This is an optimization exercise on Yosys and OpenROAD, whose aim is small area, not a production implementation. RTL that was checked went through simulation tests only; none was proved equivalent to the original. Power figures rest on the tool's default switching activity, not on a simulated workload.

==> module axis_rotate, before the edit <==
module axis_rotate
#(
    parameter   DATA_WIDTH          = 128,
    parameter   USER_WIDTH          = 64
)
(
    input   logic                       aclk,
    input   logic                       aresetn,
    input   logic   [DATA_WIDTH-1:0]    s_axis_tdata,
    input   logic   [USER_WIDTH-1:0]    s_axis_tuser,
    input   logic                       s_axis_tvalid,
    output  logic                       s_axis_tready,
    input   logic                       s_axis_tlast,
    input   logic   [DATA_WIDTH/8-1:0]  s_axis_tkeep,
    output   logic  [DATA_WIDTH-1:0]    m_axis_tdata,
    output   logic  [USER_WIDTH-1:0]    m_axis_tuser,
    output   logic                      m_axis_tvalid,
    input    logic                      m_axis_tready,
    output   logic                      m_axis_tlast,
    output   logic  [DATA_WIDTH/8-1:0]  m_axis_tkeep
);
localparam NB = DATA_WIDTH/8;        
localparam SW = $clog2(NB);          
localparam LW = 9*NB;                
logic m_valid;
wire  load = m_axis_tready | ~m_valid;
wire  hold = ~load;
assign s_axis_tready = load;
assign m_axis_tvalid = m_valid;
always_ff @(posedge aclk or negedge aresetn) begin
    if (!aresetn)
        m_valid <= 1'b0;
    else if (load)
        m_valid <= s_axis_tvalid;
end
wire [SW-1:0] n     = s_axis_tuser[SW-1:0];
wire [SW-1:0] amt   = {SW{load}} & (s_axis_tuser[SW] ? (~n + 1'b1) : n);
wire [SW-1:0] amt_n = ~amt;
wire sel_str = load & ~amt[0];
wire sel_rot = load &  amt[0];
logic [LW-1:0] lanes;
always_comb begin
    for (int k = 0; k < NB; k++)
        lanes[9*k +: 9] = {s_axis_tkeep[k], s_axis_tdata[8*k +: 8]};
end
logic [LW-1:0] r;                    
wire  [LW-1:0] st [0:SW];            
genvar s, i;
generate
    for (i = 0; i < LW; i = i + 1) begin : g_first
        axr_aoi222 u_mux (
            .a1(sel_str), .a2(lanes[i]),
            .b1(sel_rot), .b2(lanes[(i + LW - 9) % LW]),
            .c1(hold),    .c2(r[i]),
            .y (st[1][i]));
    end
    for (s = 1; s < SW; s = s + 1) begin : g_stage
        for (i = 0; i < LW; i = i + 1) begin : g_bit
            axr_oai22 u_mux (
                .a1(amt[s]),   .a2(st[s][i]),
                .b1(amt_n[s]), .b2(st[s][(i + LW - 9*(1<<s)) % LW]),
                .y (st[s+1][i]));
        end
    end
endgenerate
always_ff @(posedge aclk)
    r <= st[SW];
always_comb begin
    for (int k = 0; k < NB; k++) begin
        m_axis_tdata[8*k +: 8] = r[9*k +: 8];
        m_axis_tkeep[k]        = r[9*k + 8];
    end
end
logic [USER_WIDTH:0] u_q, u_d;
generate
    for (i = 0; i <= USER_WIDTH; i = i + 1) begin : g_user
        axr_ao22 u_hold (
            .a1(load), .a2(i < USER_WIDTH ? s_axis_tuser[i] : s_axis_tlast),
            .b1(hold), .b2(u_q[i]),
            .y (u_d[i]));
    end
endgenerate
always_ff @(posedge aclk)
    u_q <= u_d;
assign m_axis_tuser = u_q[USER_WIDTH-1:0];
assign m_axis_tlast = u_q[USER_WIDTH];
endmodule
==> flow/config.mk <==
export PLATFORM = sky130hd
export DESIGN_NAME = axis_rotate
export DESIGN_NICKNAME = axis_rotate
export VERILOG_FILES = /design/flow/design.v
export SDC_FILE = /design/flow/constraint.sdc
export NUM_CORES = 4
export LEC_CHECK = 0
export CAP_MARGIN = 0
export CORE_MARGIN = 2
export CORE_UTILIZATION = 45
export SLEW_MARGIN = 0
export SYNTH_HIERARCHICAL = 1
export SYNTH_MINIMUM_KEEP_SIZE = 0
==> flow/constraint.sdc <==
create_clock -name core_clock -period 5.0 [get_ports {aclk}]
set_input_delay 1.0000 -clock core_clock [delete_from_list [all_inputs] [get_ports {aclk}]]
set_output_delay 1.0000 -clock core_clock [all_outputs]
set_load 0.01 [all_outputs]
standard.sh (not shown) runs the stock make flow with config.mk's settings and CLKGATE_MAP_FILE= SYNTH_SCRIPT=/design/flow/synth_recipe.tcl, a recipe that flattens the netlist after the stock synthesis.
==> flow/flow/run.sh <==
#!/bin/bash
# Standard layout, with the smallest buffer on the ports and a leaner clock tree
# (larger sink clusters, no dummy loads).
set -euo pipefail
export BUFFER_PORTS_ARGS="-buffer_cell sky130_fd_sc_hd__buf_1"
export CTS_ARGS="-sink_clustering_enable -repair_clock_nets -sink_clustering_size 17 -sink_clustering_max_diameter 80 -buf_list {sky130_fd_sc_hd__clkbuf_8} -dont_use_dummy_load"
bash standard.sh finish > flow_make.log 2>&1
Next try:
--- a/flow/design.v
+++ b/flow/design.v
@@ -5,8 +5,23 @@
     assign y = ~((a1 & a2) | (b1 & b2) | (c1 & c2));
 endmodule
 module axr_ao22 (input logic a1, a2, b1, b2, output logic y);
     assign y = (a1 & a2) | (b1 & b2);
+endmodule
+module axr_and2 (input logic a, b, output logic y);
+    assign y = a & b;
+endmodule
+module axr_nand2 (input logic a, b, output logic y);
+    assign y = ~(a & b);
+endmodule
+module axr_andn (input logic a, b, output logic y);    
+    assign y = a & ~b;
+endmodule
+module axr_nor2 (input logic a, b, output logic y);
+    assign y = ~(a | b);
+endmodule
+module axr_ornot (input logic a, b, output logic y);   
+    assign y = a | ~b;
 endmodule
 module axis_rotate
 #(
     parameter   DATA_WIDTH          = 128,
@@ -32,43 +47,55 @@
 localparam SW = $clog2(NB);          
 localparam LW = 9*NB;                
 logic m_valid;
 wire  load = m_axis_tready | ~m_valid;
-wire  hold = ~load;
 assign s_axis_tready = load;
 assign m_axis_tvalid = m_valid;
 always_ff @(posedge aclk or negedge aresetn) begin
     if (!aresetn)
         m_valid <= 1'b0;
     else if (load)
         m_valid <= s_axis_tvalid;
 end
-wire [SW-1:0] n     = s_axis_tuser[SW-1:0];
-wire [SW-1:0] amt   = {SW{load}} & (s_axis_tuser[SW] ? (~n + 1'b1) : n);
-wire [SW-1:0] amt_n = ~amt;
-wire sel_str = load & ~amt[0];
-wire sel_rot = load &  amt[0];
+wire [SW-1:0] n   = s_axis_tuser[SW-1:0];
+wire [SW-1:0] rot = s_axis_tuser[SW] ? (~n + 1'b1) : n;
+localparam NC = 2;
+wire [NC-1:0] sel_str, sel_rot, sel_hold, sel_load;
+wire [NC-1:0] amt   [1:SW-1];
+wire [NC-1:0] amt_n [1:SW-1];
+genvar c, s, i;
+generate
+    for (c = 0; c < NC; c = c + 1) begin : g_sel
+        axr_andn  u_str  (.a(load), .b(rot[0]), .y(sel_str[c]));
+        axr_and2  u_rot  (.a(load), .b(rot[0]), .y(sel_rot[c]));
+        axr_nor2  u_hold (.a(m_axis_tready), .b(~m_valid), .y(sel_hold[c]));
+        axr_ornot u_load (.a(m_axis_tready), .b(m_valid), .y(sel_load[c]));
+        for (s = 1; s < SW; s = s + 1) begin : g_amt
+            axr_and2  u_a  (.a(load), .b(rot[s]), .y(amt[s][c]));
+            axr_nand2 u_an (.a(load), .b(rot[s]), .y(amt_n[s][c]));
+        end
+    end
+endgenerate
 logic [LW-1:0] lanes;
 always_comb begin
     for (int k = 0; k < NB; k++)
         lanes[9*k +: 9] = {s_axis_tkeep[k], s_axis_tdata[8*k +: 8]};
 end
 logic [LW-1:0] r;                    
 wire  [LW-1:0] st [0:SW];            
-genvar s, i;
 generate
     for (i = 0; i < LW; i = i + 1) begin : g_first
         axr_aoi222 u_mux (
-            .a1(sel_str), .a2(lanes[i]),
-            .b1(sel_rot), .b2(lanes[(i + LW - 9) % LW]),
-            .c1(hold),    .c2(r[i]),
+            .a1(sel_str[i*NC/LW]),  .a2(lanes[i]),
+            .b1(sel_rot[i*NC/LW]),  .b2(lanes[(i + LW - 9) % LW]),
+            .c1(sel_hold[i*NC/LW]), .c2(r[i]),
             .y (st[1][i]));
     end
     for (s = 1; s < SW; s = s + 1) begin : g_stage
         for (i = 0; i < LW; i = i + 1) begin : g_bit
             axr_oai22 u_mux (
-                .a1(amt[s]),   .a2(st[s][i]),
-                .b1(amt_n[s]), .b2(st[s][(i + LW - 9*(1<<s)) % LW]),
+                .a1(amt[s][i*NC/LW]),   .a2(st[s][i]),
+                .b1(amt_n[s][i*NC/LW]), .b2(st[s][(i + LW - 9*(1<<s)) % LW]),
                 .y (st[s+1][i]));
         end
     end
 endgenerate
@@ -83,10 +110,10 @@
 logic [USER_WIDTH:0] u_q, u_d;
 generate
     for (i = 0; i <= USER_WIDTH; i = i + 1) begin : g_user
         axr_ao22 u_hold (
-            .a1(load), .a2(i < USER_WIDTH ? s_axis_tuser[i] : s_axis_tlast),
-            .b1(hold), .b2(u_q[i]),
+            .a1(sel_load[i*NC/(USER_WIDTH+1)]), .a2(i < USER_WIDTH ? s_axis_tuser[i] : s_axis_tlast),
+            .b1(sel_hold[i*NC/(USER_WIDTH+1)]), .b2(u_q[i]),
             .y (u_d[i]));
     end
 endgenerate
 always_ff @(posedge aclk)
What happened:
- The new run finished with timing, DRC and antenna clean
- routed wire length grows by 14%
- final area increases by 1.2%
- clock skew rises by 0.037 ns
- power came out higher by 2.0%
- count of clock-buffer cells in the layout is unchanged
- worst setup slack improves by 0.025 ns
- core utilization drops by 0.60 points
- via count climbs by 7.5%
- critical path depth rose by 2
- register-to-register slack got worse by 0.10 ns
For the second run of this note, only the layout was checked, not whether the RTL still works.

-- re-timing with driven ports --
How much do the figures lean on ideal ports? The routed layouts below were timed once more, with nothing changed but the port constraints.
Step 1 (the two cells are an assumption about what drives the block):
set clk [get_ports {aclk}]
set_driving_cell -lib_cell sky130_fd_sc_hd__clkbuf_16 $clk
set_driving_cell -lib_cell sky130_fd_sc_hd__buf_2 [delete_from_list [all_inputs] $clk]
Step 2, shift: input delay + t, output delay - t, t = (earliest + latest rising clock arrival at the registers) / 2. This alone moves slack from input paths to output paths.
a / b / c = ideal ports / drivers / drivers and shift; a / b = the first two.
| run | t (ns) | setup WS [ns] | hold WS [ns] | clock arrival spread, ns |
|---|---|---|---|---|
| the first run | 0.534 | 1.605 / 1.582 / 1.245 | 0.235 / 0.218 / 0.475 | 0.032 / 0.031 |
| the second run | 0.550 | 1.630 / 1.638 / 1.087 | 0.200 / 0.193 / 0.479 | 0.061 / 0.061 |
After both steps setup and hold are still met in every run listed. For the second run, which loses most, drivers alone change the setup slack by +0.008 ns; drivers and shift together by -0.543 ns.
